Context: an optimization exercise on an open-source flow, tuned for small area. The choices shown serve that exercise and are no tape-out recipe. RTL that was checked went through simulation tests only; none was proved equivalent to the original. Only the layout flow was run in runs 4 and 5; the RTL was not checked for function there.

## flow/design.v (module list and top-level ports; edited modules follow where they fit)
// module clock_generator: 12 lines
// module processor: 56 lines
// module mac: 970 lines
// module led_driver: 80 lines
// module trader_core: 18 lines
module trader_core(
    input logic rst,
    input logic clk,
    input logic [167:0] msg,
    output logic signal,
    output logic [31:0] balance,
    output logic cclr_neg,
    output logic clk_out,
    output logic [3:0] num,
    output logic msg_enable,
    output logic msg_type
);
  // ...
==> flow/run.sh <==
#!/bin/bash
# synth_recipe.tcl (not shown) runs the flow's synth.tcl, then flattens the netlist and writes it again
# the make line also repeats each setting of config.mk as NAME=value (left out here)
make -C /OpenROAD-flow-scripts/flow DESIGN_CONFIG=/design/flow/config.mk WORK_HOME=/design/flow/orfs CLKGATE_MAP_FILE= SYNTH_SCRIPT=/design/flow/synth_recipe.tcl finish
==> flow/config.mk <==
export PLATFORM = sky130hd
export DESIGN_NAME = trader_core
export DESIGN_NICKNAME = trader_core
export VERILOG_FILES = /design/flow/design.v
export SDC_FILE = /design/flow/constraint.sdc
export NUM_CORES = 4
export LEC_CHECK = 0
export CAP_MARGIN = 20
export CORE_MARGIN = 2
export CORE_UTILIZATION = 40
export SLEW_MARGIN = 20
==> flow/constraint.sdc <==
create_clock -name core_clock -period 12.0 [get_ports {clk}]
set_input_delay 2.4000 -clock core_clock [delete_from_list [all_inputs] [get_ports {clk}]]
set_output_delay 2.4000 -clock core_clock [all_outputs]
set_load 0.01 [all_outputs]
==> metrics.yaml, run 1 <==
synthTopCellsByArea: "fa_1 (19%), dfxtp_1 (14%), xnor2_1 (10%), mux2_2 (7.3%), a221oi_1 (7.0%)"
r2r-start: "process.balance[24]"
cap_violations: 0
wl_met2_mm: 40.1
io_pins: 211
multi_input_cells: 2390
fin_hold_ws_ps: 460
yosys.cell_types.count: 71
gp_congestion: 0.886
antenna_found_initial: 5
n_all_inverters: 256
min_path_type: "register to register"
clock_tree.root_cell: "clkbuf_16"
r2r_setup_slack_ps: 4420
synthAdderAreaFrac_pct: 24.7
layout_commonest_cell: "xnor2_1"
fin_util_pct: 44.3
synth_flop_cell: "dfxtp_1"
syn-num-nets: 3684
slew_headroom_pct: 32.1
multi_input_area_sq_mm: 0.0210
hold_path_end: "process.traded"
buffers: 256
wl_met3_mm: 6.39
rr_worst_depth: 28
crit_start: "msg[121]"
die_h_microns: 263
status: "no timing/DRC/antenna violations"
fp.dieW_microns: 263
critPathBufInv: 7
synth_xor_area_share_pct: 14.9
grt_pass1_vias: 22200
wl_mm: 87.4
==> module processor, before the edit <==
module processor(
    input logic rst,
    input logic clk,
    input logic tick,
    input logic [167:0] msg,
    output logic signal,
    output logic [31:0] balance,
    output logic msg_enable,
    output logic msg_type
);
logic [31:0] bestBid;
logic [31:0] myAsk;
logic [31:0] seq;
logic post;       
logic traded;     
wire [31:0] price = msg[111:80];
wire [31:0] qty = msg[143:112];
wire is_ask = |msg[47:40];
wire accept = ~post & (msg[7:0] == 8'd0) & (msg[39:8] == seq);
wire cmp_ask = is_ask ? (price > myAsk) : (price >= myAsk);
wire [31:0] pm1 = price - 32'd1;
wire pz = (price == 32'd0);
wire cmp_bid = ~pz & (is_ask ? (pm1 > bestBid) : (pm1 >= bestBid));
wire trade = accept & (is_ask ? ~cmp_bid : cmp_ask);
wire [31:0] new_balance;
mac m(.a(price), .b(qty), .acc(balance), .sub(is_ask), .y(new_balance));
always_ff @ (posedge clk) begin
    if (rst) begin
        balance <= 32'd100000;
        bestBid <= 32'd0;
        myAsk <= 32'hFFFFFFFE;
        seq <= 32'd0;
        post <= 1'b0;
        signal <= 1'b0;
        msg_type <= 1'b0;
        traded <= 1'b0;
        msg_enable <= 1'b0;
    end else begin
        post <= trade;
        signal <= post;
        if (accept) seq <= seq + 32'd1;
        if (trade) begin
            balance <= new_balance;
            msg_type <= ~is_ask;
        end
        if (accept & ~is_ask & ~cmp_ask & cmp_bid) bestBid <= price;
        if (accept & is_ask & cmp_bid & ~cmp_ask) myAsk <= pm1;
        if (tick) begin
            msg_enable <= traded | post;
            traded <= 1'b0;
        end else begin
            traded <= traded | post;
        end
    end
end
endmodule
==> run 2, diff against run 1 <==
--- a/flow/design.v
+++ b/flow/design.v
@@ -29,10 +29,12 @@
 wire [31:0] qty = msg[143:112];
 wire is_ask = |msg[47:40];
 wire accept = ~post & (msg[7:0] == 8'd0) & (msg[39:8] == seq);
-wire cmp_ask = is_ask ? (price > myAsk) : (price >= myAsk);
+wire [32:0] sum_ask = {1'b0, price} + {1'b0, ~myAsk} + {32'd0, ~is_ask};
+wire cmp_ask = sum_ask[32];
 wire [31:0] pm1 = price - 32'd1;
 wire pz = (price == 32'd0);
-wire cmp_bid = ~pz & (is_ask ? (pm1 > bestBid) : (pm1 >= bestBid));
+wire [32:0] sum_bid = {1'b0, pm1} + {1'b0, ~bestBid} + {32'd0, ~is_ask};
+wire cmp_bid = ~pz & sum_bid[32];
 wire trade = accept & (is_ask ? ~cmp_bid : cmp_ask);
 wire [31:0] new_balance;
 mac m(.a(price), .b(qty), .acc(balance), .sub(is_ask), .y(new_balance));
@@ -50,7 +52,7 @@
     end else begin
         post <= trade;
         signal <= post;
-        if (accept) seq <= seq + 32'd1;
+        seq <= seq + {31'd0, accept};
         if (trade) begin
             balance <= new_balance;
             msg_type <= ~is_ask;
--- a/flow/config.mk
+++ b/flow/config.mk
@@ -5,7 +5,9 @@
 export SDC_FILE = /design/flow/constraint.sdc
 export NUM_CORES = 4
 export LEC_CHECK = 0
+export ABC_AREA = 1
+export ABC_CLOCK_PERIOD_IN_PS = 100000
 export CAP_MARGIN = 20
 export CORE_MARGIN = 2
-export CORE_UTILIZATION = 40
+export CORE_UTILIZATION = 70
 export SLEW_MARGIN = 20
==> run 2 against run 1 <==
- global-route usage increased by 17 points
- clock-buffer cell count decreased by 1
- setup slack improved by 650 ps
- die area decreased by 50%
- hold slack got worse by 34 ps
- routed wire length decreased by 18%
- core utilization increased by 34 points
- first-iteration DRC count increased by 23%
- non-clock buffer count decreased by 70
- area after synthesis decreased by 14%
- critical path depth decreased by 1
- critical endpoint unchanged
- largest cell class unchanged
==> metrics.yaml, run 2 <==
status: "no timing/DRC/antenna violations"  # unchanged
fp.dieW_microns: 185  # was 263 microns
end_kind: "register"  # unchanged
die_h_microns: 185  # was 263 microns
cts_hold_buffers: 0  # unchanged
synth_top_family_by_area: "adder cells"  # unchanged
antenna_found_initial: 0  # was 5
skew_ps: 23.6  # was 31.6 ps
grt_pass1_wl_mm: 112  # was 137 mm
layout-drive-gt1-share_pct: 5.02  # was 11.5%
die_area_sq_mm: 0.0343  # was 0.0693 sq mm
synth_compound_area_share_pct: 15.3  # was 17.6%
hold_path_depth: 2  # unchanged
dr.pass1.iters: 6  # was 7
layout_commonest_cell: "inv_1"  # was xnor2_1
dpl_cell_area_sq_mm: 0.0247  # was 0.0290 sq mm
ctsHtreeMaxLevel: 4  # unchanged
fin_crit_sh_pct: 86.8  # was 92.2%
cp.required_ps: 12330  # was 12,360 ps
r2r-end: "process.balance[31]"  # unchanged
critPathBufInv: 10  # was 7
synth_flop_cell: "dfxtp_1"  # unchanged
synthSimpleGateAreaFrac_pct: 16.2  # was 10.4%
yosys.cell_types.count: 58  # was 71
rsz0062_at_grt: "false"  # unchanged
cts_tree: "done"  # unchanged
fin_area_sq_mm: 0.0253  # was 0.0296 sq mm
r2r-start: "process.balance[0]"  # was process.balance[24]
finalCriticalPeriod_ps: 10410  # was 11,060 ps
slew_headroom_pct: 27.5  # was 32.1%
cp.arrival_ps: 10740  # was 11,420 ps
cts_setup_buffers: 0  # unchanged
drc: 0  # unchanged
placed_cells: 3439  # was 3,958
clock_tree.root_cell: "clkbuf_16"  # unchanged
viasPerCell: 6.31  # was 5.72
cts.repair.resized: 0  # unchanged
synth_xor_area_share_pct: 13.0  # was 14.9%
cts_sinks: 183  # unchanged
r2r_setup_slack_ps: 5440  # was 4420 ps
most-common-layout-cells: "inv_1 (447), nand2_1 (430), fa_1 (253)"  # was xnor2_1 (313), a21oi_1 (266), inv_1 (255)
syn-num-nets: 3496  # was 3,684
startpoint_type: "input port"  # unchanged
io_pins: 211  # unchanged
fin_hold_ws_ps: 427  # was 460 ps
clk_pin_slew_ps: 80  # about the same
core_area_sq_mm: 0.0325  # was 0.0668 sq mm
port_buffers: 154  # unchanged
fin_tns_setup_ps: 0  # unchanged
max_freq_mhz: 96.0  # was 90.4 MHz
route.vias.total: 21900  # was 22,800
crit_top_cell: "fa_1"  # unchanged
diodes: 0  # was 2
slew_violations: 0  # unchanged
grt_pass1_vias: 21800  # was 22,200
hold_start: "driver.bcd[0][1]"  # was process.traded
ys_ff_latch: 183  # unchanged
tightest_slew_ps: 1080  # was 1020 ps
fin_cells: 3471  # was 3,992
avgSynthCellArea_sq_um: 7.80  # was 8.57 sq um
synthArstFlopShare_pct: 0  # unchanged
syn_area_sq_mm: 0.0230  # was 0.0269 sq mm
slowest_stage: "xor2_2"  # was clkdlybuf4s50_1
grt_use_total_pct: 42.4  # was 25.4%
yosysWarnings: 5  # unchanged
yosysTopAreaCellShare_pct: 22.0  # was 18.9%
gp_congestion: 0.967  # was 0.886
synthCells: 2947  # was 3,136
setup_viol: 0  # unchanged
min_path_type: "register to register"  # unchanged
wire_per_inst_microns: 20.6  # was 21.9 microns
grt-ovfl-total: 0  # unchanged
synthAdderAreaFrac_pct: 28.9  # was 24.7%
drt.antenna.violating_nets: 0  # unchanged
wl_mm: 71.4  # was 87.4 mm
rr_worst_depth: 33  # was 28
clk_latency_ps: 490  # was 510 ps
numCtsBuffers: 17  # unchanged
dp_hpwl_mm: 54.0  # was 66.2 mm
synthToLayoutAreaGrowth_pct: 10.2  # was 10.1%
yosysTopAreaCell: "fa_1"  # unchanged
hold_path_end: "driver.bcd[0][2]"  # was process.traded
synthMuxAreaShare_pct: 0  # was 10.6%
initial_core_util_pct: 70.8  # was 40.2%
crit_path_max_incr_delay_ps: 760  # was 920 ps
critPathTopFamily: "adder cells"  # unchanged
synth-edff-count: 0  # unchanged
synthTopCellsByArea: "fa_1 (22%), dfxtp_1 (16%), xor2_1 (9.1%), inv_1 (7.3%), nand2_1 (7.0%)"  # was fa_1 (19%), dfxtp_1 (14%), xnor2_1 (10%), mux2_2 (7.3%), a221oi_1 (7.0%)
yosysMostFrequentCell: "inv_1"  # was xnor2_1
yosys-top-cells-count: "inv_1 (448), nand2_1 (431), fa_1 (253)"  # was xnor2_1 (313), a21oi_1 (266), inv_1 (255)
cts_max_path_buffers: 2  # unchanged
row_count: 66  # was 95
nets: 3565  # was 3,652
crit_type: "input port to register"  # unchanged
worstPathMaxFanout: 18  # was 14
drt_iter0_markers: 2535  # was 2,057
hold_viol: 0  # unchanged
yosysSeqAreaShare_pct: 15.9  # was 13.6%
cap_violations: 0  # unchanged
grt_max_degree: 65  # was 78
-- run 2: cell types whose count changed after synthesis, moves of 95 or more --
cell      previous run  this run
nand2_1            183       431
o22ai_1              1       249
xnor2_1            313        94
a221oi_1           215         5
inv_1              255       448
mux2_2             175         0
clkbuf_1           216        85
xor2_1             132       238
a21oi_1            266       171
-- run 2: worst max path at each step --
stage	start	endpoint	slack (ps)	cells after the start
after global routing	msg[44]	process.balance[31]	1190	33
after global placement	msg[44]	process.balance[31]	1440	33
after CTS	msg[40]	process.balance[31]	1760	33
final	msg[40]	process.balance[31]	1590	33
after floorplan	msg[41]	process.balance[31]	2790	36
after detailed placement	msg[40]	process.balance[31]	1280	33
-- run 2: cell families after synthesis --
kind of cell | count (synthesis)
compound gates | 611
simple gates | 823
buf+inv | 616
fa+ha+maj | 379
xor+xnor | 335
flops | 183
-- run 2: through the flow --
step | util [%] | setup slack [ps]
4_1_cts | 78.1 | 1760
5_1_grt | 78.1 | 1190
6_report | 78.1 | 1590
3_3_place_gp | 76.2 | 1440
2_1_floorplan | - | 2790
3_5_place_dp | 76.2 | 1280
-- run 2: worst register-to-register path: cells and delay by family, from the launching register on --
| family | cells | cell delay, ps |
|---|---|---|
| adders and majority gates | 14 | 4270 |
| and+or+nand+nor | 13 | 1200 |
| buffers and inverters | 4 | 380 |
| DFF | 1 | 340 |
| AOI/OAI and AO/OA | 2 | 280 |
-- run 2: area by class of cell --
class / instances / area, sq um
sequential: 183 / 3660
clock buffer: 17 / 425
inverter: 480 / 1800
multi-input combinational: 2148 / 16900
timing repair buffer: 186 / 1780
tap: 442 / 553
fill: 2379 / 7120
clock inverter: 15 / 193
-- run 2: routing by layer --
metal  up-vias  wire length, microns  GRT usage, %
li1       9736                     -             -
met1     10300                 26300          52.7
met2      1471                 31400          65.5
met3       362                  8600          11.9
met4         0                  5020          26.3
met5         -                     0             0
==> run 3, diff against run 2 <==
--- a/flow/config.mk
+++ b/flow/config.mk
@@ -9,5 +9,5 @@
 export ABC_CLOCK_PERIOD_IN_PS = 100000
 export CAP_MARGIN = 20
 export CORE_MARGIN = 2
-export CORE_UTILIZATION = 70
+export CORE_UTILIZATION = 40
 export SLEW_MARGIN = 20
==> run 3 against run 2 <==
- critical path depth is the same
- global-route usage shrank 17 points
- sequential share of layout area shrank 0.26 points
- hold slack gained 9.2 ps
- clock skew grew 1.1 ps
- critical path type unchanged
- register-to-register slack lost 40 ps
- fmax grew 2.5%
- routed wire length grew 6.0%
- critical endpoint unchanged
- non-clock buffer count grew 14
==> metrics.yaml, run 3 <==
status: "no timing/DRC/antenna violations"  # unchanged
nets: 3579  # was 3,565
yosysSeqAreaShare_pct: 15.9  # unchanged
drt_iter0_markers: 1923  # was 2,535
cts_sinks: 183  # unchanged
crit_path_max_incr_delay_ps: 620  # was 760 ps
finalCriticalPeriod_ps: 10160  # was 10,410 ps
tightest_slew_ps: 1080  # about the same
grt_use_total_pct: 25.6  # was 42.4%
avgSynthCellArea_sq_um: 7.80  # unchanged
grt-ovfl-total: 0  # unchanged
diodes: 0  # unchanged
most-common-layout-cells: "inv_1 (447), nand2_1 (430), fa_1 (253)"  # unchanged
startpoint_type: "input port"  # unchanged
cts_setup_buffers: 0  # unchanged
gp_congestion: 0.957  # was 0.967
cts.repair.resized: 0  # unchanged
synthToLayoutAreaGrowth_pct: 12.2  # was 10.2%
cap_violations: 0  # unchanged
fillCellCount: 5639  # was 2,379
syn_area_sq_mm: 0.0230  # unchanged
yosysWarnings: 5  # unchanged
ys_ff_latch: 183  # unchanged
fp.dieW_microns: 244  # was 185 microns
synthTopCellsByArea: "fa_1 (22%), dfxtp_1 (16%), xor2_1 (9.1%), inv_1 (7.3%), nand2_1 (7.0%)"  # unchanged
crit_top_cell: "fa_1"  # unchanged
yosysTopAreaCellShare_pct: 22.0  # unchanged
syn-num-nets: 3496  # unchanged
yosys-top-cells-count: "inv_1 (448), nand2_1 (431), fa_1 (253)"  # unchanged
ctsHtreeMaxLevel: 4  # unchanged
setup_viol: 0  # unchanged
rsz0062_at_grt: "false"  # unchanged
hold_viol: 0  # unchanged
row_count: 87  # was 66
slew_headroom_pct: 28.0  # was 27.5%
synth-edff-count: 0  # unchanged
max_freq_mhz: 98.4  # was 96.0 MHz
clk_latency_ps: 500  # was 490 ps
grt_pass1_wl_mm: 118  # was 112 mm
synthCells: 2947  # unchanged
port_buffers: 154  # unchanged
yosys.cell_types.count: 58  # unchanged
wl_mm: 75.6  # was 71.4 mm
drt.antenna.violating_nets: 0  # unchanged
yosysTopAreaCell: "fa_1"  # unchanged
skew_ps: 24.8  # was 23.6 ps
dp_hpwl_mm: 58.7  # was 54.0 mm
slowest_stage: "xor2_4"  # was xor2_2
cts_max_path_buffers: 2  # unchanged
clock_tree.root_cell: "clkbuf_16"  # unchanged
cp.arrival_ps: 10500  # was 10,740 ps
fin_tns_setup_ps: 0  # unchanged
core_area_sq_mm: 0.0566  # was 0.0325 sq mm
layout_commonest_cell: "inv_1"  # unchanged
cts_tree: "done"  # unchanged
fin_crit_sh_pct: 84.6  # was 86.8%
die_area_sq_mm: 0.0594  # was 0.0343 sq mm
end_kind: "register"  # unchanged
clk_pin_slew_ps: 90  # was 80 ps
slew_violations: 0  # unchanged
antenna_found_initial: 1  # was 0
worstPathMaxFanout: 16  # was 18
dr.pass1.iters: 5  # was 6
drc: 0  # unchanged
cp.required_ps: 12350  # was 12,330 ps
crit_type: "input port to register"  # unchanged
yosysMostFrequentCell: "inv_1"  # unchanged
viasPerCell: 5.53  # was 6.31
layout-drive-gt1-share_pct: 5.39  # was 5.02%
io_pins: 211  # unchanged
route.vias.total: 21000  # was 21,900
synth_flop_cell: "dfxtp_1"  # unchanged
grt_pass1_vias: 21200  # was 21,800
grt_max_degree: 75  # was 65
die_h_microns: 244  # was 185 microns
initial_core_util_pct: 40.6  # was 70.8%
synthArstFlopShare_pct: 0  # unchanged
wire_per_inst_microns: 19.9  # was 20.6 microns
min_path_type: "register to register"  # unchanged
cts_hold_buffers: 0  # unchanged
numCtsBuffers: 17  # unchanged
-- run 3: kinds of logic after synthesis --
logic type / share of synthesized area [%]
simple gates: 16.2
flops: 15.9
buf+inv: 10.7
compound gates: 15.3
fa+ha+maj: 28.9
xor+xnor: 13.0
-- run 3: worst paths after layout --
path,start,endpoint,slack [ps],depth (start not counted)
setup reg to reg,process.balance[0],process.balance[31],5400,33
setup / recovery,msg[41],process.balance[31],1840,33
hold reg to reg,driver.gen.phase[0],driver.gen.phase[0],440,1
hold / removal,driver.gen.phase[0],driver.gen.phase[0],440,1
-- run 3: layout make-up --
class                           count  area, sq um  share of cell area (%)
Clock buffer                       20          467                    1.81
Clock inverter                     10          113                   0.437
Tap cell                          756          946                    3.67
Timing Repair Buffer              200         1880                    7.31
Sequential cell                   183         3660                    14.2
Multi-Input combinational cell   2148        16900                    65.6
Inverter                          480         1800                    6.98
-- run 3: critical path, delay by kind of cell --
kind,cells,cell delay [ps]
adder cells (fa/ha/maj),13,4370
AND/OR/NAND/NOR,8,1280
buffers and inverters,8,1210
XOR/XNOR,2,840
AO/OA/AOI/OAI,2,350
-- run 3: metrics by stage --
stage / setup WS, ps / cells / hold WS (ps) / util [%] / area, sq um
final: 1840 / 3797 / 436 / 45.6 / 25800
after global placement: 1410 / 3767 / 416 / 44.5 / 25200
after global routing: 1480 / 3797 / 462 / 45.6 / 25800
after floorplan: 2790 / 2947 / 400 / - / 23000
after CTS: 1850 / 3797 / 437 / 45.6 / 25800
after detailed placement: 1330 / 3767 / 424 / 44.5 / 25200
-- run 3: metal layers --
layer,vias up,track usage (%),share of wire (%)
li1,9777,-,-
met1,10200,33.9,43
met2,859,41.1,46
met3,157,5.16,7.8
met4,2,10.0,3.5
met5,-,0,0.021
==> module clock_generator, before the edit <==
module clock_generator(
    input logic clk,
    input logic rst,
    output logic [8:0] phase,
    output logic tick
);
assign tick = (phase == 9'd198);
always_ff @ (posedge clk) begin
    if (rst | tick) phase <= 9'd311;
    else phase <= phase + 9'd1;
end
endmodule
==> module led_driver, before the edit <==
module led_driver(
    input logic rst,
    input logic clk,
    input logic [31:0] balance,
    output logic cclr_neg,
    output logic[3:0] num,
    output logic clk_out,
    output logic tick
);
logic [8:0] phase;
logic ticked;           
logic [2:0] digit;      
logic [3:0] bcd[0:7];   
clock_generator gen(.clk(clk), .rst(rst), .phase(phase), .tick(tick));
assign clk_out = ticked & phase[8];
wire start = (phase == 9'd171);
logic bin;
always_comb begin
    case (phase[4:0])
        5'd11: bin = balance[26];
        5'd12: bin = balance[25];
        5'd13: bin = balance[24];
        5'd14: bin = balance[23];
        5'd15: bin = balance[22];
        5'd16: bin = balance[21];
        5'd17: bin = balance[20];
        5'd18: bin = balance[19];
        5'd19: bin = balance[18];
        5'd20: bin = balance[17];
        5'd21: bin = balance[16];
        5'd22: bin = balance[15];
        5'd23: bin = balance[14];
        5'd24: bin = balance[13];
        5'd25: bin = balance[12];
        5'd26: bin = balance[11];
        5'd27: bin = balance[10];
        5'd28: bin = balance[9];
        5'd29: bin = balance[8];
        5'd30: bin = balance[7];
        5'd31: bin = balance[6];
        5'd0:  bin = balance[5];
        5'd1:  bin = balance[4];
        5'd2:  bin = balance[3];
        5'd3:  bin = balance[2];
        5'd4:  bin = balance[1];
        5'd5:  bin = balance[0];
        default: bin = 1'b0;
    endcase
end
logic [3:0] adj[1:7];
always_comb begin
    for (int i = 1; i < 8; i++)
        adj[i] = (bcd[i] >= 4'd5) ? bcd[i] + 4'd3 : bcd[i];
end
always_ff @ (posedge clk) begin
    if (start) begin
        for (int i = 0; i < 7; i++) bcd[i] <= 4'd0;
        bcd[7] <= {3'd0, bin};
    end else begin
        bcd[0] <= {bcd[0][2:0], adj[1][3]};
        for (int i = 1; i < 7; i++) bcd[i] <= {adj[i][2:0], adj[i+1][3]};
        bcd[7] <= {adj[7][2:0], bin};
    end
end
always_ff @ (posedge clk) begin
    if (rst) begin
        ticked <= 1'b0;
        cclr_neg <= 1'b0;
        digit <= 3'd0;
        num <= 4'd0;
    end else if (tick) begin
        ticked <= 1'b1;
        cclr_neg <= ticked;
        if (cclr_neg) begin
            num <= bcd[digit];
            digit <= digit + 3'd1;
        end
    end
end
endmodule
==> run 4, diff against run 3 <==
--- a/flow/design.v
+++ b/flow/design.v
@@ -4,9 +4,9 @@
     output logic [8:0] phase,
     output logic tick
 );
-assign tick = (phase == 9'd198);
+assign tick = (phase == 9'd416);
 always_ff @ (posedge clk) begin
-    if (rst | tick) phase <= 9'd311;
+    if (rst | tick) phase <= 9'd17;
     else phase <= phase + 9'd1;
 end
 endmodule
@@ -29,12 +29,21 @@
 wire [31:0] qty = msg[143:112];
 wire is_ask = |msg[47:40];
 wire accept = ~post & (msg[7:0] == 8'd0) & (msg[39:8] == seq);
-wire [32:0] sum_ask = {1'b0, price} + {1'b0, ~myAsk} + {32'd0, ~is_ask};
-wire cmp_ask = sum_ask[32];
-wire [31:0] pm1 = price - 32'd1;
-wire pz = (price == 32'd0);
-wire [32:0] sum_bid = {1'b0, pm1} + {1'b0, ~bestBid} + {32'd0, ~is_ask};
-wire cmp_bid = ~pz & sum_bid[32];
+logic [32:0] ca, cb, z;
+logic [31:0] pm1;
+assign ca[0] = ~is_ask;
+assign cb[0] = ~is_ask;
+assign z[0] = 1'b1;
+genvar i;
+for (i = 0; i < 32; i++) begin : chain
+    assign pm1[i] = price[i] ^ z[i];
+    assign z[i+1] = z[i] & ~price[i];
+    assign ca[i+1] = (price[i] & ~myAsk[i]) | (ca[i] & (price[i] | ~myAsk[i]));
+    assign cb[i+1] = (pm1[i] & ~bestBid[i]) | (cb[i] & (pm1[i] | ~bestBid[i]));
+end
+wire pz = z[32];
+wire cmp_ask = ca[32];
+wire cmp_bid = ~pz & cb[32];
 wire trade = accept & (is_ask ? ~cmp_bid : cmp_ask);
 wire [31:0] new_balance;
 mac m(.a(price), .b(qty), .acc(balance), .sub(is_ask), .y(new_balance));
@@ -1050,57 +1059,21 @@
 logic [8:0] phase;
 logic ticked;           
 logic [2:0] digit;      
-logic [3:0] bcd[0:7];   
+logic [31:0] quo;       
+logic [3:0] rem;        
 clock_generator gen(.clk(clk), .rst(rst), .phase(phase), .tick(tick));
-assign clk_out = ticked & phase[8];
-wire start = (phase == 9'd171);
-logic bin;
-always_comb begin
-    case (phase[4:0])
-        5'd11: bin = balance[26];
-        5'd12: bin = balance[25];
-        5'd13: bin = balance[24];
-        5'd14: bin = balance[23];
-        5'd15: bin = balance[22];
-        5'd16: bin = balance[21];
-        5'd17: bin = balance[20];
-        5'd18: bin = balance[19];
-        5'd19: bin = balance[18];
-        5'd20: bin = balance[17];
-        5'd21: bin = balance[16];
-        5'd22: bin = balance[15];
-        5'd23: bin = balance[14];
-        5'd24: bin = balance[13];
-        5'd25: bin = balance[12];
-        5'd26: bin = balance[11];
-        5'd27: bin = balance[10];
-        5'd28: bin = balance[9];
-        5'd29: bin = balance[8];
-        5'd30: bin = balance[7];
-        5'd31: bin = balance[6];
-        5'd0:  bin = balance[5];
-        5'd1:  bin = balance[4];
-        5'd2:  bin = balance[3];
-        5'd3:  bin = balance[2];
-        5'd4:  bin = balance[1];
-        5'd5:  bin = balance[0];
-        default: bin = 1'b0;
-    endcase
-end
-logic [3:0] adj[1:7];
-always_comb begin
-    for (int i = 1; i < 8; i++)
-        adj[i] = (bcd[i] >= 4'd5) ? bcd[i] + 4'd3 : bcd[i];
-end
+assign clk_out = ticked & (phase <= 9'd217);
+wire first = (phase[8:5] == 4'd5);
+wire [4:0] pass_digit = {1'b0, phase[8:5]} + {2'b0, digit};
+wire active = (pass_digit <= 5'd12);
+wire start = (phase[4:0] == 5'd0);
+wire din = first ? balance[~phase[4:0]] : quo[31];
+wire [3:0] r = start ? 4'd0 : rem;
+wire ge5 = r[3] | (r[2] & (r[1] | r[0]));      
+wire [2:0] rs = ge5 ? r[2:0] + 3'd3 : r[2:0];   
 always_ff @ (posedge clk) begin
-    if (start) begin
-        for (int i = 0; i < 7; i++) bcd[i] <= 4'd0;
-        bcd[7] <= {3'd0, bin};
-    end else begin
-        bcd[0] <= {bcd[0][2:0], adj[1][3]};
-        for (int i = 1; i < 7; i++) bcd[i] <= {adj[i][2:0], adj[i+1][3]};
-        bcd[7] <= {adj[7][2:0], bin};
-    end
+    quo <= {quo[30:0], ge5};
+    if (active) rem <= {rs, din};
 end
 always_ff @ (posedge clk) begin
     if (rst) begin
@@ -1112,7 +1085,7 @@
         ticked <= 1'b1;
         cclr_neg <= ticked;
         if (cclr_neg) begin
-            num <= bcd[digit];
+            num <= rem;
             digit <= digit + 3'd1;
         end
     end
==> flow/flow/run.sh (new file) <==
#!/bin/bash
# Own flow: the standard synthesis, then an area re-mapping of its logic
# (full-adder polarity clean-up, then ABC with an area script), then the standard flow's
# standard layout from that netlist. Each tool writes its own log here.
set -euo pipefail
W=$(pwd)
R=$W/orfs/results/$FLOW_PLATFORM/trader_core/base
YOSYS=$FLOW_HOME/../tools/install/yosys/bin/yosys
[[ -x $YOSYS ]] || YOSYS=$(command -v yosys)
LIB=$FLOW_HOME/platforms/sky130hd/lib/sky130_fd_sc_hd__tt_025C_1v80.lib
DONTUSE=$(grep -o 'sky130_fd_sc_hd__[a-z0-9_]*' flow/dont_use.txt | sed 's/^/-dont_use /' | tr '\n' ' ')

bash standard.sh synth > synth_standard.log 2>&1
cp "$R/1_2_yosys.v" standard.v
python3 flow/fapol.py standard.v fapol.v > fapol.log 2>&1
sed -e "s|@LIB@|$LIB|g" -e "s|@DONTUSE@|$DONTUSE|g" flow/remap.ys > remap_run.ys
"$YOSYS" -l remap.log -q -s remap_run.ys > /dev/null 2>&1
cp remap.v "$R/1_2_yosys.v"
rm -f "$R/1_synth.odb" "$R/1_synth.sdc"
# Port buffers: the smallest buffer instead of the clkdlybuf4s50_1 buffer_ports picks.
export BUFFER_PORTS_ARGS="-buffer_cell sky130_fd_sc_hd__buf_1"
# Clock tree: smaller buffers and no dummy loads.
export CTS_ARGS="-sink_clustering_enable -repair_clock_nets -buf_list sky130_fd_sc_hd__clkbuf_8 -dont_use_dummy_load"
bash standard.sh finish > layout.log 2>&1
==> flow/flow/area.abc (new file) <==
strash
dc2
dch -f
amap
topo
==> flow/flow/dont_use.txt (new file) <==
sky130_fd_sc_hd__probe_p_8
sky130_fd_sc_hd__probec_p_8
sky130_fd_sc_hd__lpflow_bleeder_1
sky130_fd_sc_hd__lpflow_clkbufkapwr_1
sky130_fd_sc_hd__lpflow_clkbufkapwr_16
sky130_fd_sc_hd__lpflow_clkbufkapwr_2
sky130_fd_sc_hd__lpflow_clkbufkapwr_4
sky130_fd_sc_hd__lpflow_clkbufkapwr_8
sky130_fd_sc_hd__lpflow_clkinvkapwr_1
sky130_fd_sc_hd__lpflow_clkinvkapwr_16
sky130_fd_sc_hd__lpflow_clkinvkapwr_2
sky130_fd_sc_hd__lpflow_clkinvkapwr_4
sky130_fd_sc_hd__lpflow_clkinvkapwr_8
sky130_fd_sc_hd__lpflow_decapkapwr_12
sky130_fd_sc_hd__lpflow_decapkapwr_3
sky130_fd_sc_hd__lpflow_decapkapwr_4
sky130_fd_sc_hd__lpflow_decapkapwr_6
sky130_fd_sc_hd__lpflow_decapkapwr_8
sky130_fd_sc_hd__lpflow_inputiso0n_1
sky130_fd_sc_hd__lpflow_inputiso0p_1
sky130_fd_sc_hd__lpflow_inputiso1n_1
sky130_fd_sc_hd__lpflow_inputiso1p_1
sky130_fd_sc_hd__lpflow_inputisolatch_1
sky130_fd_sc_hd__lpflow_isobufsrc_1
sky130_fd_sc_hd__lpflow_isobufsrc_16
sky130_fd_sc_hd__lpflow_isobufsrc_2
sky130_fd_sc_hd__lpflow_isobufsrc_4
sky130_fd_sc_hd__lpflow_isobufsrc_8
sky130_fd_sc_hd__lpflow_isobufsrckapwr_16
sky130_fd_sc_hd__lpflow_lsbuf_lh_hl_isowell_tap_1
sky130_fd_sc_hd__lpflow_lsbuf_lh_hl_isowell_tap_2
sky130_fd_sc_hd__lpflow_lsbuf_lh_hl_isowell_tap_4
sky130_fd_sc_hd__lpflow_lsbuf_lh_isowell_4
sky130_fd_sc_hd__lpflow_lsbuf_lh_isowell_tap_1
sky130_fd_sc_hd__lpflow_lsbuf_lh_isowell_tap_2
sky130_fd_sc_hd__lpflow_lsbuf_lh_isowell_tap_4
==> flow/flow/fapol.py (new file) <==
#!/usr/bin/env python3
"""Flip full adders (FA(~a,~b,~c) = ~FA(a,b,c)) to cut inverters between adder cells.
usage: fapol.py in.v out.v   (flat mapped netlist, one module)"""
import re, sys, random
src = open(sys.argv[1]).read()
cell_re = re.compile(r'^(\s*)(sky130_fd_sc_hd__\w+)\s+(\S+)\s*\((.*?)\);', re.S | re.M)
pin_re = re.compile(r'\.(\w+)\(\s*(\\\S+ |[^()\s]+)\s*\)')
cells = []
for m in cell_re.finditer(src):
    pins = {p: v.strip() for p, v in pin_re.findall(m.group(4))}
    cells.append(dict(type=m.group(2), name=m.group(3), pins=pins, span=m.span()))
drv = {}
for i, c in enumerate(cells):
    for p, v in c['pins'].items():
        if p in ('X', 'Y', 'SUM', 'COUT', 'Q', 'Q_N', 'HI', 'LO'):
            drv[v] = (i, p)
def isinv(c): return re.match(r'sky130_fd_sc_hd__(clk)?inv_\d+$', c['type'])
def isfa(c): return re.match(r'sky130_fd_sc_hd__fa_\d+$', c['type'])
def isha(c): return re.match(r'sky130_fd_sc_hd__ha_\d+$', c['type'])
def resolve(net):
    par = 0
    while net in drv and isinv(cells[drv[net][0]]):
        net = cells[drv[net][0]]['pins']['A']; par ^= 1
    return net, par
adders = [i for i, c in enumerate(cells) if isfa(c)]   # half adders are re-mapped as plain logic
edges = []   # (src cell, dst cell, parity)
for i in adders:
    c = cells[i]
    for p in ('A', 'B', 'CIN'):
        if p not in c['pins']: continue
        n, par = resolve(c['pins'][p])
        if n in drv and drv[n][0] in adders:
            edges.append((drv[n][0], i, par))
flip = {i: 0 for i in adders}
free = [i for i in adders if isfa(cells[i])]
adj = {i: [] for i in adders}
for e in edges:
    adj[e[0]].append(e); adj[e[1]].append(e)
def cost_of(i):
    return sum(p ^ flip[s] ^ flip[d] for s, d, p in adj[i])
def total(): return sum(p ^ flip[s] ^ flip[d] for s, d, p in edges)
print("edges", len(edges), "odd before", total(), file=sys.stderr)
best = dict(flip); bestc = total()
rng = random.Random(1)
for rnd in range(30):
    changed = True
    while changed:
        changed = False
        for i in free:
            c0 = cost_of(i); flip[i] ^= 1
            if cost_of(i) < c0: changed = True
            else: flip[i] ^= 1
    t = total()
    if t < bestc: bestc = t; best = dict(flip)
    flip = dict(best)
    for i in rng.sample(free, len(free) // 10): flip[i] ^= 1
flip = best
print("odd after", bestc, "flipped", sum(flip.values()), file=sys.stderr)
# rewrite
out = []; pos = 0; k = [0]; newwires = []; extra = []
def fresh():
    k[0] += 1; n = f"_fapol_{k[0]}_"; newwires.append(n); return n
for i, c in enumerate(cells):
    if not flip.get(i): continue
    s, e = c['span']
    body = src[s:e]
    for p in list(c['pins']):
        v = c['pins'][p]
        w = fresh()
        if p in ('A', 'B', 'CIN'):
            extra.append(f"  sky130_fd_sc_hd__inv_1 _fapoli_{k[0]}_ (.A({v} ), .Y({w}));")
        else:
            extra.append(f"  sky130_fd_sc_hd__inv_1 _fapoli_{k[0]}_ (.A({w}), .Y({v} ));")
        c['pins'][p] = w
    pins = ",\n".join(f"    .{p}({v}{' ' if v.startswith(chr(92)) else ''})" for p, v in c['pins'].items())
    out.append((s, e, f"  {c['type']} {c['name']} (\n{pins}\n  );"))
res = []; pos = 0
for s, e, txt in sorted(out):
    res.append(src[pos:s]); res.append(txt); pos = e
res.append(src[pos:])
res = "".join(res)
# declare wires after the module header's port list, add cells before endmodule
hdr_end = res.index(';', res.index('module ')) + 1
res = res[:hdr_end] + "\n" + "".join(f"  wire {w};\n" for w in newwires) + res[hdr_end:]
idx = res.rindex('endmodule')
res = res[:idx] + "\n".join(extra) + "\n" + res[idx:]
open(sys.argv[2], 'w').write(res)
==> flow/flow/remap.ys (new file) <==
# Re-map the standard synthesis's logic for area. Flip-flops and full adders
# stay as they are (kept as black boxes); every other cell is read back as its
# liberty function and mapped again by ABC with an area-oriented script.
read_liberty -overwrite -ignore_miss_func @LIB@
read_verilog -overwrite fapol.v
hierarchy -top trader_core
blackbox sky130_fd_sc_hd__fa_1 sky130_fd_sc_hd__fa_2 sky130_fd_sc_hd__fa_4 sky130_fd_sc_hd__dfxtp_1 sky130_fd_sc_hd__dfxtp_2 sky130_fd_sc_hd__dfxtp_4 sky130_fd_sc_hd__edfxtp_1 sky130_fd_sc_hd__conb_1
flatten
rename -hide w:_*
opt -purge
abc -liberty @LIB@ @DONTUSE@ -script flow/area.abc
opt_clean -purge
splitnets
opt_clean -purge
hilomap -singleton -hicell sky130_fd_sc_hd__conb_1 HI -locell sky130_fd_sc_hd__conb_1 LO
insbuf -buf sky130_fd_sc_hd__buf_4 A X
opt_clean -purge
read_liberty -lib -overwrite -ignore_miss_func @LIB@
check -assert
stat -liberty @LIB@
write_verilog -noattr -nohex -nodec remap.v
==> flow/standard.sh (new file) <==
#!/bin/bash
# synth_recipe.tcl (not shown) runs the flow's synth.tcl, then flattens the netlist and writes it again
# the make line also repeats each setting of config.mk as NAME=value (left out here)
make -C /OpenROAD-flow-scripts/flow DESIGN_CONFIG=/design/flow/config.mk WORK_HOME=/design/flow/orfs CLKGATE_MAP_FILE= SYNTH_SCRIPT=/design/flow/synth_recipe.tcl "${@:-finish}"
removed: flow/run.sh
==> run 4 against run 3 <==
- still clean
- hold slack got worse by 110 ps
- fmax fell by 7.8%
- non-clock buffer count rose by 35
- first-iteration DRC count fell by 10%
- sequential cell count rose by 4
- critical path depth rose by 7
- setup slack got worse by 860 ps
- clock skew rose by 6.8 ps
- clock-buffer cell count fell by 3
- area after synthesis fell by 20%
- largest cell class unchanged
- highest routed layer unchanged
==> metrics.yaml, run 4 <==
fin_crit_sh_pct: 91.8  # was 84.6%
min_path_type: "register to register"  # unchanged
nets: 3014  # was 3,579
fin_tns_setup_ps: 0  # unchanged
die_h_microns: 219  # was 244 microns
drt_iter0_markers: 1728  # was 1,923
setup_viol: 0  # unchanged
grt_use_total_pct: 28.6  # was 25.6%
clk_latency_ps: 550  # was 500 ps
grt-ovfl-total: 0  # unchanged
hold_viol: 0  # unchanged
most-common-layout-cells: "nor2_1 (336), o22ai_1 (290), o21ai_0 (257)"  # was inv_1 (447), nand2_1 (430), fa_1 (253)
numCtsBuffers: 17  # unchanged
r2r-start: "process.balance[0]"  # unchanged
fp.dieW_microns: 219  # was 244 microns
slowest_stage: "clkinv_1"  # was xor2_4
die_area_sq_mm: 0.0477  # was 0.0594 sq mm
io_pins: 211  # unchanged
drt.antenna.violating_nets: 0  # unchanged
r2r_setup_slack_ps: 3740  # was 5400 ps
clock_tree.root_cell: "clkbuf_8"  # was clkbuf_16
fin_util_pct: 45.6  # about the same
slew_headroom_pct: 25.2  # was 28.0%
antenna_found_initial: 5  # was 1
gp_congestion: 0.945  # was 0.957
viasPerCell: 5.89  # was 5.53
grt_max_degree: 84  # was 75
tightest_slew_ps: 1120  # was 1080 ps
fin_cells: 3191  # was 3,797
cts_sinks: 187  # was 183
hold_start: "driver.quo[15]"  # was driver.gen.phase[0]
end_kind: "register"  # unchanged
initial_core_util_pct: 40.6  # about the same
syn-num-nets: 2760  # was 3,496
fin_hold_ws_ps: 326  # was 436 ps
finalCriticalPeriod_ps: 11020  # was 10,160 ps
grt_pass1_wl_mm: 104  # was 118 mm
wl_mm: 67.0  # was 75.6 mm
crit_path_max_incr_delay_ps: 600  # was 620 ps
route.vias.total: 18800  # was 21,000
layout-drive-gt1-share_pct: 4.48  # was 5.39%
cp.required_ps: 12500  # was 12,350 ps
crit_top_cell: "nor2_1"  # was fa_1
drc: 0  # unchanged
dr.pass1.iters: 6  # was 5
avgSynthCellArea_sq_um: 7.88  # was 7.80 sq um
syn_area_sq_mm: 0.0184  # was 0.0230 sq mm
cap_violations: 0  # unchanged
rr_worst_depth: 49  # was 33
port_buffers: 154  # unchanged
ctsHtreeMaxLevel: 4  # unchanged
row_count: 78  # was 87
cp.arrival_ps: 11520  # was 10,500 ps
crit_type: "input port to register"  # unchanged
r2r-end: "process.balance[31]"  # unchanged
dp_hpwl_mm: 51.3  # was 58.7 mm
fillCellCount: 4632  # was 5,639
hold_path_end: "driver.quo[16]"  # was driver.gen.phase[0]
clk_pin_slew_ps: 100  # was 90 ps
yosysWarnings: 3  # was 5
grt_pass1_vias: 17900  # was 21,200
synthToLayoutAreaGrowth_pct: 12.4  # was 12.2%
hold_path_depth: 0  # was 1
slew_violations: 0  # unchanged
worstPathMaxFanout: 18  # was 16
status: "no timing/DRC/antenna violations"  # unchanged
synthCells: 2336  # was 2,947
cts_hold_buffers: 0  # unchanged
cts_tree: "done"  # unchanged
cts_max_path_buffers: 2  # unchanged
startpoint_type: "input port"  # unchanged
layout_commonest_cell: "nor2_1"  # was inv_1
core_area_sq_mm: 0.0454  # was 0.0566 sq mm
wire_per_inst_microns: 21.0  # was 19.9 microns
rsz0062_at_grt: "false"  # unchanged
skew_ps: 31.5  # was 24.8 ps
max_freq_mhz: 90.8  # was 98.4 MHz
placed_cells: 3169  # was 3,767
==> run 4: timing repair <==
action                     4_1_cts  5_1_grt
gates resized for setup          0        3
setup endpoints to repair        0        2
setup buffers                    0        2
==> run 4: area by class of cell <==
| cell class | count | area [sq um] | share of cell area (%) |
|---|---|---|---|
| repair buffers | 235 | 1190 | 5.75 |
| inverters | 236 | 892 | 4.31 |
| clock buffers | 17 | 234 | 1.13 |
| multi-input cells | 1913 | 13800 | 66.9 |
| flip-flops and latches | 187 | 3780 | 18.3 |
| diodes | 3 | 7.51 | 0.0363 |
| well taps | 600 | 751 | 3.63 |
==> run 4: critical path: cells and delay by family <==
| family | cells | cell delay (ps) |
|---|---|---|
| adders and majority gates | 9 | 3830 |
| and+or+nand+nor | 20 | 2750 |
| AOI/OAI and AO/OA | 2 | 810 |
| buffers and inverters | 9 | 1700 |
==> run 4: how the worst max path moves through the flow <==
stage / slack (ps) / start / end
floorplan: 210 / msg[47] / process.myAsk[26]
global placement: 360 / msg[47] / process.balance[31]
detailed placement: 280 / msg[47] / process.balance[31]
CTS: 850 / msg[44] / process.balance[31]
global route: 70 / msg[41] / process.balance[31]
finish: 980 / msg[47] / process.balance[31]
==> run 4: metal layers <==
metal	GRT usage [%]	vias up	wire, microns
met5	0	-	13
met4	10.5	2	2150
met3	5.46	143	5620
met2	45.9	809	30500
met1	38.3	8824	28700
li1	-	9028	-
==> run 4: stage by stage <==
stage | setup slack, ps | instance area, sq um
after CTS | 851 | 20700
after detailed placement | 284 | 20400
after floorplan | 206 | 18400
after global routing | 65.9 | 20700
final | 985 | 20700
after global placement | 358 | 20400
==> run 5, diff against run 4 <==
--- a/flow/config.mk
+++ b/flow/config.mk
@@ -7,7 +7,7 @@
 export LEC_CHECK = 0
 export ABC_AREA = 1
 export ABC_CLOCK_PERIOD_IN_PS = 100000
-export CAP_MARGIN = 20
+export CAP_MARGIN = 0
 export CORE_MARGIN = 2
 export CORE_UTILIZATION = 40
-export SLEW_MARGIN = 20
+export SLEW_MARGIN = 0
==> run 5 against run 4 <==
- sequential share of layout area about the same
- non-clock buffer count shrank 1
- first-iteration DRC count is 2.5% higher
- design area barely moved
- clock skew increased by 3.5 ps
- core utilization is essentially flat
- largest cell class unchanged
- global-route usage fell by 0.13 points
- highest routed layer unchanged
- routed wire length rose by 0.45%
- still clean on timing, DRC and antenna
==> metrics.yaml, run 5 <==
status: "no timing/DRC/antenna violations"  # unchanged
clk_pin_slew_ps: 80  # was 100 ps
clk_latency_ps: 550  # about the same
die_h_microns: 219  # unchanged
startpoint_type: "input port"  # unchanged
skew_ps: 35.1  # was 31.5 ps
critPathTopFamily: "simple AND/OR/NAND/NOR gates"  # was adder cells
dp_hpwl_mm: 51.2  # was 51.3 mm
tightest_slew_ps: 1170  # was 1120 ps
use_met1_pct: 37.9  # was 38.3%
clock_tree.root_cell: "clkbuf_8"  # unchanged
grt-ovfl-total: 0  # unchanged
fin_tns_setup_ps: 0  # unchanged
initial_core_util_pct: 40.6  # unchanged
crit_top_cell: "nor2_1"  # unchanged
synthToLayoutAreaGrowth_pct: 12.4  # about the same
fp.dieW_microns: 219  # unchanged
fin_hold_ws_ps: 320  # was 326 ps
hold_path_end: "driver.quo[14]"  # was driver.quo[16]
worstPathMaxFanout: 10  # was 18
critPathBufInv: 11  # was 9
synthCells: 2336  # unchanged
viasPerCell: 5.92  # was 5.89
min_path_type: "register to register"  # unchanged
grt_use_total_pct: 28.5  # was 28.6%
crit_path_max_incr_delay_ps: 500  # was 600 ps
dr.pass1.iters: 6  # unchanged
fin_area_sq_mm: 0.0207  # about the same
most-common-layout-cells: "nor2_1 (335), o22ai_1 (291), o21ai_0 (257)"  # was nor2_1 (336), o22ai_1 (290), o21ai_0 (257)
core_area_sq_mm: 0.0454  # unchanged
end_kind: "register"  # unchanged
antenna_found_initial: 5  # unchanged
row_count: 78  # unchanged
gp_congestion: 0.945  # unchanged
die_area_sq_mm: 0.0477  # unchanged
avgSynthCellArea_sq_um: 7.88  # unchanged
cts_max_path_buffers: 2  # unchanged
slowest_stage: "fa_1"  # was clkinv_1
wire_per_inst_microns: 21.1  # was 21.0 microns
met2_usage_pct: 44.9  # was 45.9%
layout-drive-gt1-share_pct: 4.48  # unchanged
ctsHtreeMaxLevel: 4  # unchanged
port_buffers: 154  # unchanged
grt_pass1_wl_mm: 103  # was 104 mm
fin_crit_sh_pct: 91.6  # was 91.8%
nets: 3014  # unchanged
grt_use_met3_pct: 6.04  # was 5.46%
hold_start: "driver.quo[13]"  # was driver.quo[15]
slew_headroom_pct: 22.3  # was 25.2%
cts_tree: "done"  # unchanged
slew_violations: 0  # unchanged
drt.antenna.violating_nets: 0  # unchanged
finalCriticalPeriod_ps: 10990  # was 11,020 ps
cp.required_ps: 12470  # was 12,500 ps
layout_commonest_cell: "nor2_1"  # unchanged
r2r-end: "process.balance[31]"  # unchanged
r2r_setup_slack_ps: 3840  # was 3740 ps
rsz0062_at_grt: "false"  # unchanged
drt_iter0_markers: 1772  # was 1,728
max_freq_mhz: 91.0  # was 90.8 MHz
crit_type: "input port to register"  # unchanged
yosysWarnings: 3  # unchanged
cts_sinks: 187  # unchanged
wl_mm: 67.3  # was 67.0 mm
drc: 0  # unchanged
r2r-start: "process.balance[0]"  # unchanged
cts_hold_buffers: 0  # unchanged
rr_worst_depth: 49  # unchanged
syn-num-nets: 2760  # unchanged
syn_area_sq_mm: 0.0184  # unchanged
cp.arrival_ps: 11460  # was 11,520 ps
io_pins: 211  # unchanged
grt_max_degree: 84  # unchanged
cap_violations: 0  # unchanged
dpl_cell_area_sq_mm: 0.0204  # about the same
grt_pass1_vias: 17900  # about the same
setup_viol: 0  # unchanged
route.vias.total: 18900  # was 18,800
hold_path_depth: 0  # unchanged
numCtsBuffers: 17  # unchanged
hold_viol: 0  # unchanged
busiest_layer: "met2"  # unchanged
[run 5: area by class of cell]
| type | count | area (sq um) |
|---|---|---|
| inverters | 236 | 890 |
| diodes | 3 | 7.51 |
| repair buffers | 234 | 1180 |
| clock buffers | 17 | 234 |
| multi-input cells | 1914 | 13800 |
| well taps | 600 | 751 |
| fillers | 4654 | 24700 |
| flip-flops and latches | 187 | 3780 |
[run 5: worst max path at each step]
stage          cells after the start  slack [ps]    start             endpoint
2_1_floorplan                     56         210  msg[47]    process.myAsk[26]
3_3_place_gp                      50         360  msg[47]  process.balance[31]
3_5_place_dp                      51         260  msg[40]  process.balance[31]
4_1_cts                           50         810  msg[44]  process.balance[31]
5_1_grt                           51          50  msg[47]  process.balance[31]
6_report                          51        1010  msg[41]  process.balance[31]
[run 5: routing by layer]
| layer | wire length [microns] | vias up |
|---|---|---|
| li1 | - | 9014 |
| met1 | 28800 | 8868 |
| met2 | 30400 | 863 |
| met3 | 5530 | 153 |
| met4 | 2520 | 4 |
| met5 | 25 | - |
[run 5: through the flow]
stage | setup WS, ps | std cells | util [%]
2_1_floorplan | 206 | 2336 | -
3_3_place_gp | 358 | 3169 | 45.0
3_5_place_dp | 259 | 3169 | 45.0
4_1_cts | 810 | 3186 | 45.5
5_1_grt | 50.3 | 3190 | 45.6
6_report | 1010 | 3191 | 45.6
[run 5: repair_timing]
item | CTS | global route
gates resized for setup | 0 | 3
endpoints found under the setup margin | 0 | 2
buffers inserted | 0 | 1
==> run 6, diff against run 5 <==
--- a/flow/design.v
+++ b/flow/design.v
@@ -4,9 +4,9 @@
     output logic [8:0] phase,
     output logic tick
 );
-assign tick = (phase == 9'd416);
+assign tick = (phase == 9'd198);
 always_ff @ (posedge clk) begin
-    if (rst | tick) phase <= 9'd17;
+    if (rst | tick) phase <= 9'd311;
     else phase <= phase + 9'd1;
 end
 endmodule
@@ -1059,21 +1059,61 @@
 logic [8:0] phase;
 logic ticked;           
 logic [2:0] digit;      
-logic [31:0] quo;       
-logic [3:0] rem;        
+logic [3:0] bcd[0:7];
 clock_generator gen(.clk(clk), .rst(rst), .phase(phase), .tick(tick));
-assign clk_out = ticked & (phase <= 9'd217);
-wire first = (phase[8:5] == 4'd5);
-wire [4:0] pass_digit = {1'b0, phase[8:5]} + {2'b0, digit};
-wire active = (pass_digit <= 5'd12);
-wire start = (phase[4:0] == 5'd0);
-wire din = first ? balance[~phase[4:0]] : quo[31];
-wire [3:0] r = start ? 4'd0 : rem;
-wire ge5 = r[3] | (r[2] & (r[1] | r[0]));      
-wire [2:0] rs = ge5 ? r[2:0] + 3'd3 : r[2:0];   
+assign clk_out = ticked & phase[8];
+wire start = (phase == 9'd171);
+logic bin;
+always_comb begin
+    case (phase[4:0])
+        5'd11: bin = balance[26];
+        5'd12: bin = balance[25];
+        5'd13: bin = balance[24];
+        5'd14: bin = balance[23];
+        5'd15: bin = balance[22];
+        5'd16: bin = balance[21];
+        5'd17: bin = balance[20];
+        5'd18: bin = balance[19];
+        5'd19: bin = balance[18];
+        5'd20: bin = balance[17];
+        5'd21: bin = balance[16];
+        5'd22: bin = balance[15];
+        5'd23: bin = balance[14];
+        5'd24: bin = balance[13];
+        5'd25: bin = balance[12];
+        5'd26: bin = balance[11];
+        5'd27: bin = balance[10];
+        5'd28: bin = balance[9];
+        5'd29: bin = balance[8];
+        5'd30: bin = balance[7];
+        5'd31: bin = balance[6];
+        5'd0:  bin = balance[5];
+        5'd1:  bin = balance[4];
+        5'd2:  bin = balance[3];
+        5'd3:  bin = balance[2];
+        5'd4:  bin = balance[1];
+        5'd5:  bin = balance[0];
+        default: bin = 1'b0;
+    endcase
+end
+logic [3:0] adj[0:7];
+logic [7:0] cin;
+logic [7:0] inj;    
+always_comb begin
+    for (int i = 0; i < 8; i++) begin
+        adj[i][3] = bcd[i][3] | (bcd[i][2] & (bcd[i][1] | bcd[i][0]));
+        adj[i][2] = (bcd[i][2] & ~bcd[i][1] & ~bcd[i][0]) | (bcd[i][3] & bcd[i][0]);
+        adj[i][1] = (bcd[i][1] & ~bcd[i][2]) | (bcd[i][1] & bcd[i][0]) | (bcd[i][3] & ~bcd[i][0]);
+        adj[i][0] = (~bcd[i][3] & ~bcd[i][2] & bcd[i][0]) | (bcd[i][2] & bcd[i][1] & ~bcd[i][0])
+                  | (bcd[i][3] & ~bcd[i][0]);
+    end
+    for (int i = 0; i < 8; i++) inj[i] = (digit == 3'(7 - i));
+    for (int i = 0; i < 7; i++) cin[i] = inj[i] ? bin : adj[i + 1][3];
+    cin[7] = bin;
+end
 always_ff @ (posedge clk) begin
-    quo <= {quo[30:0], ge5};
-    if (active) rem <= {rs, din};
+    for (int i = 0; i < 8; i++)
+        bcd[i] <= start ? {3'd0, inj[i] & bin} : {adj[i][2:0], cin[i]};
 end
 always_ff @ (posedge clk) begin
     if (rst) begin
@@ -1085,7 +1125,7 @@
         ticked <= 1'b1;
         cclr_neg <= ticked;
         if (cclr_neg) begin
-            num <= rem;
+            num <= bcd[0];
             digit <= digit + 3'd1;
         end
     end
--- a/flow/flow/run.sh
+++ b/flow/flow/run.sh
@@ -17,8 +17,4 @@
 "$YOSYS" -l remap.log -q -s remap_run.ys > /dev/null 2>&1
 cp remap.v "$R/1_2_yosys.v"
 rm -f "$R/1_synth.odb" "$R/1_synth.sdc"
-# Port buffers: the smallest buffer instead of the clkdlybuf4s50_1 buffer_ports picks.
-export BUFFER_PORTS_ARGS="-buffer_cell sky130_fd_sc_hd__buf_1"
-# Clock tree: smaller buffers and no dummy loads.
-export CTS_ARGS="-sink_clustering_enable -repair_clock_nets -buf_list sky130_fd_sc_hd__clkbuf_8 -dont_use_dummy_load"
 bash standard.sh finish > layout.log 2>&1
--- a/flow/flow/fapol.py
+++ b/flow/flow/fapol.py
@@ -22,7 +22,7 @@
     while net in drv and isinv(cells[drv[net][0]]):
         net = cells[drv[net][0]]['pins']['A']; par ^= 1
     return net, par
-adders = [i for i, c in enumerate(cells) if isfa(c)]   # half adders are re-mapped as plain logic
+adders = [i for i, c in enumerate(cells) if isfa(c) or isha(c)]
 edges = []   # (src cell, dst cell, parity)
 for i in adders:
     c = cells[i]
--- a/flow/config.mk
+++ b/flow/config.mk
@@ -7,7 +7,7 @@
 export LEC_CHECK = 0
 export ABC_AREA = 1
 export ABC_CLOCK_PERIOD_IN_PS = 100000
-export CAP_MARGIN = 0
+export CAP_MARGIN = 20
 export CORE_MARGIN = 2
 export CORE_UTILIZATION = 40
-export SLEW_MARGIN = 0
+export SLEW_MARGIN = 20
==> run 6 against run 5 <==
- still clean on timing, DRC and antenna
- clock-buffer cell count increased by 1
- die area increased by 1.5%
- synthesized cell count increased by 4.0%
- critical path depth decreased by 8
- critical endpoint unchanged
==> metrics.yaml, run 6 <==
grt_max_degree: 61  # was 84
clk_pin_slew_ps: 90  # was 80 ps
nets: 3118  # was 3,014
grt_use_total_pct: 28.0  # was 28.5%
cts_hold_buffers: 0  # unchanged
core_area_sq_mm: 0.0464  # was 0.0454 sq mm
crit_top_cell: "nor2_1"  # unchanged
pre_cts_slack_ps: 512  # was 259 ps
cts_setup_buffers: 0  # unchanged
fin_crit_sh_pct: 91.8  # was 91.6%
startpoint_type: "input port"  # unchanged
finalWorstSetupSlack_ps: 989  # was 1010 ps
grt_pass1_vias: 17800  # was 17,900
layout-drive-gt1-share_pct: 5.10  # was 4.48%
clock_tree.root_cell: "clkbuf_16"  # was clkbuf_8
gp_congestion: 0.910  # was 0.945
io_pins: 211  # unchanged
grt_pass1_wl_mm: 103  # about the same
end_kind: "register"  # unchanged
yosysWarnings: 5  # was 3
initial_core_util_pct: 40.3  # was 40.6%
setup_viol: 0  # unchanged
cts_tree: "done"  # unchanged
drt.antenna.violating_nets: 0  # unchanged
fin_tns_setup_ps: 0  # unchanged
antenna_found_initial: 2  # was 5
max_freq_mhz: 90.8  # was 91.0 MHz
cp.required_ps: 12370  # was 12,470 ps
drt_iter0_markers: 2183  # was 1,772
fin_cells: 3317  # was 3,191
slew_headroom_pct: 35.0  # was 22.3%
wire_per_inst_microns: 20.3  # was 21.1 microns
synthCells: 2429  # was 2,336
clk_latency_ps: 500  # was 550 ps
drc: 0  # unchanged
cts_sinks: 183  # was 187
dp_hpwl_mm: 52.6  # was 51.2 mm
row_count: 79  # was 78
grt-ovfl-total: 0  # unchanged
fin_hold_ws_ps: 442  # was 320 ps
cts_max_path_buffers: 2  # unchanged
viasPerCell: 5.81  # was 5.92
ctsHtreeMaxLevel: 4  # unchanged
cp.arrival_ps: 11380  # was 11,460 ps
most-common-layout-cells: "nor2_1 (401), o22ai_1 (296), nand2_1 (259)"  # was nor2_1 (335), o22ai_1 (291), o21ai_0 (257)
dr.pass1.iters: 6  # unchanged
min_path_type: "register to register"  # unchanged
synthToLayoutAreaGrowth_pct: 19.7  # was 12.4%
die_h_microns: 220  # was 219 microns
fp.dieW_microns: 220  # was 219 microns
status: "no timing/DRC/antenna violations"  # unchanged
crit_path_max_incr_delay_ps: 490  # was 500 ps
hold_viol: 0  # unchanged
layout_commonest_cell: "nor2_1"  # unchanged
port_buffers: 154  # unchanged
slew_violations: 0  # unchanged
fin_util_pct: 48.2  # was 45.6%
rsz0062_at_grt: "false"  # unchanged
skew_ps: 28.0  # was 35.1 ps
wl_mm: 67.4  # was 67.3 mm
slowest_stage: "fa_1"  # unchanged
placed_cells: 3283  # was 3,169
syn_area_sq_mm: 0.0187  # was 0.0184 sq mm
route.vias.total: 19300  # was 18,900
tightest_slew_ps: 950  # was 1170 ps
cts.repair.resized: 0  # unchanged
crit_type: "input port to register"  # unchanged
syn-num-nets: 2852  # was 2,760
finalCriticalPeriod_ps: 11010  # was 10,990 ps
avgSynthCellArea_sq_um: 7.70  # was 7.88 sq um
die_area_sq_mm: 0.0485  # was 0.0477 sq mm
worstPathMaxFanout: 30  # was 10
numCtsBuffers: 17  # unchanged
cap_violations: 0  # unchanged
## run 6: path summary, 6_finish.rpt
kind,slack [ps],startpoint,depth (start not counted),end
setup / recovery,990,msg[46],43,process.balance[31]
setup reg to reg,4200,process.seq[4],37,process.seq[31]
hold / removal,440,driver.gen.phase[0],1,driver.gen.phase[0]
hold reg to reg,440,driver.gen.phase[0],1,driver.gen.phase[0]
## run 6: metrics by stage
stage	cell area, sq um
global route	22400
finish	22400
global placement	21800
floorplan	18700
CTS	22400
detailed placement	21800
## run 6: critical path: cells and delay by family
family	cells	cell delay (ps)
adders and majority gates	8	2670
and+or+nand+nor	23	3650
AOI/OAI and AO/OA	4	810
buffers and inverters	8	1800
## run 6: metal layers
metal,vias up,routed length (microns),global-route usage [%]
met3,96,5220,4.38
met2,825,29700,42.5
met1,8974,30300,40.2
li1,9380,-,-
met4,0,2140,10.7
met5,-,0,0
## run 6: area by class of cell
class / instances / area, sq um
clock buffer: 18 / 429
timing repair buffer: 247 / 2240
antenna: 2 / 5.00
tap: 607 / 759
fill: 4537 / 24000
inverter: 240 / 901
multi-input combinational: 2006 / 14200
clock inverter: 14 / 169
sequential: 183 / 3660

## separate check: timing with driven ports
How much do the figures lean on ideal ports? The routed layouts below were timed once more, with nothing changed but the port constraints. Step 1: set_driving_cell puts a clkbuf_16 on clk and a buf_2 on each other input, an assumption about the parent block. Step 2 also shifts input and output timing later by t, the mid clock arrival at the registers, as if the neighbouring blocks saw the same clock. Slacks: ideal / step 1 / step 2; pairs: ideal / step 1.
| run | t, ns | setup WS [ns] | cell pins on the clock port's net |
|---|---|---|---|
| run 1 | 0.557 | 0.940 / 0.975 / 0.418 | 1 |
| run 2 | 0.531 | 1.587 / 1.622 / 1.091 | 1 |
| run 3 | 0.550 | 1.842 / 1.881 / 1.330 | 1 |
| run 4 | 0.593 | 0.985 / 1.015 / 0.422 | 1 |
| run 5 | 0.587 | 1.010 / 1.044 / 0.458 | 1 |
| run 6 | 0.542 | 0.989 / 1.018 / 0.476 | 1 |
After both steps setup and hold are still met in every run listed. The setup slack of run 4, which loses most, moves by +0.030 ns with the drivers and by -0.563 ns with both steps.
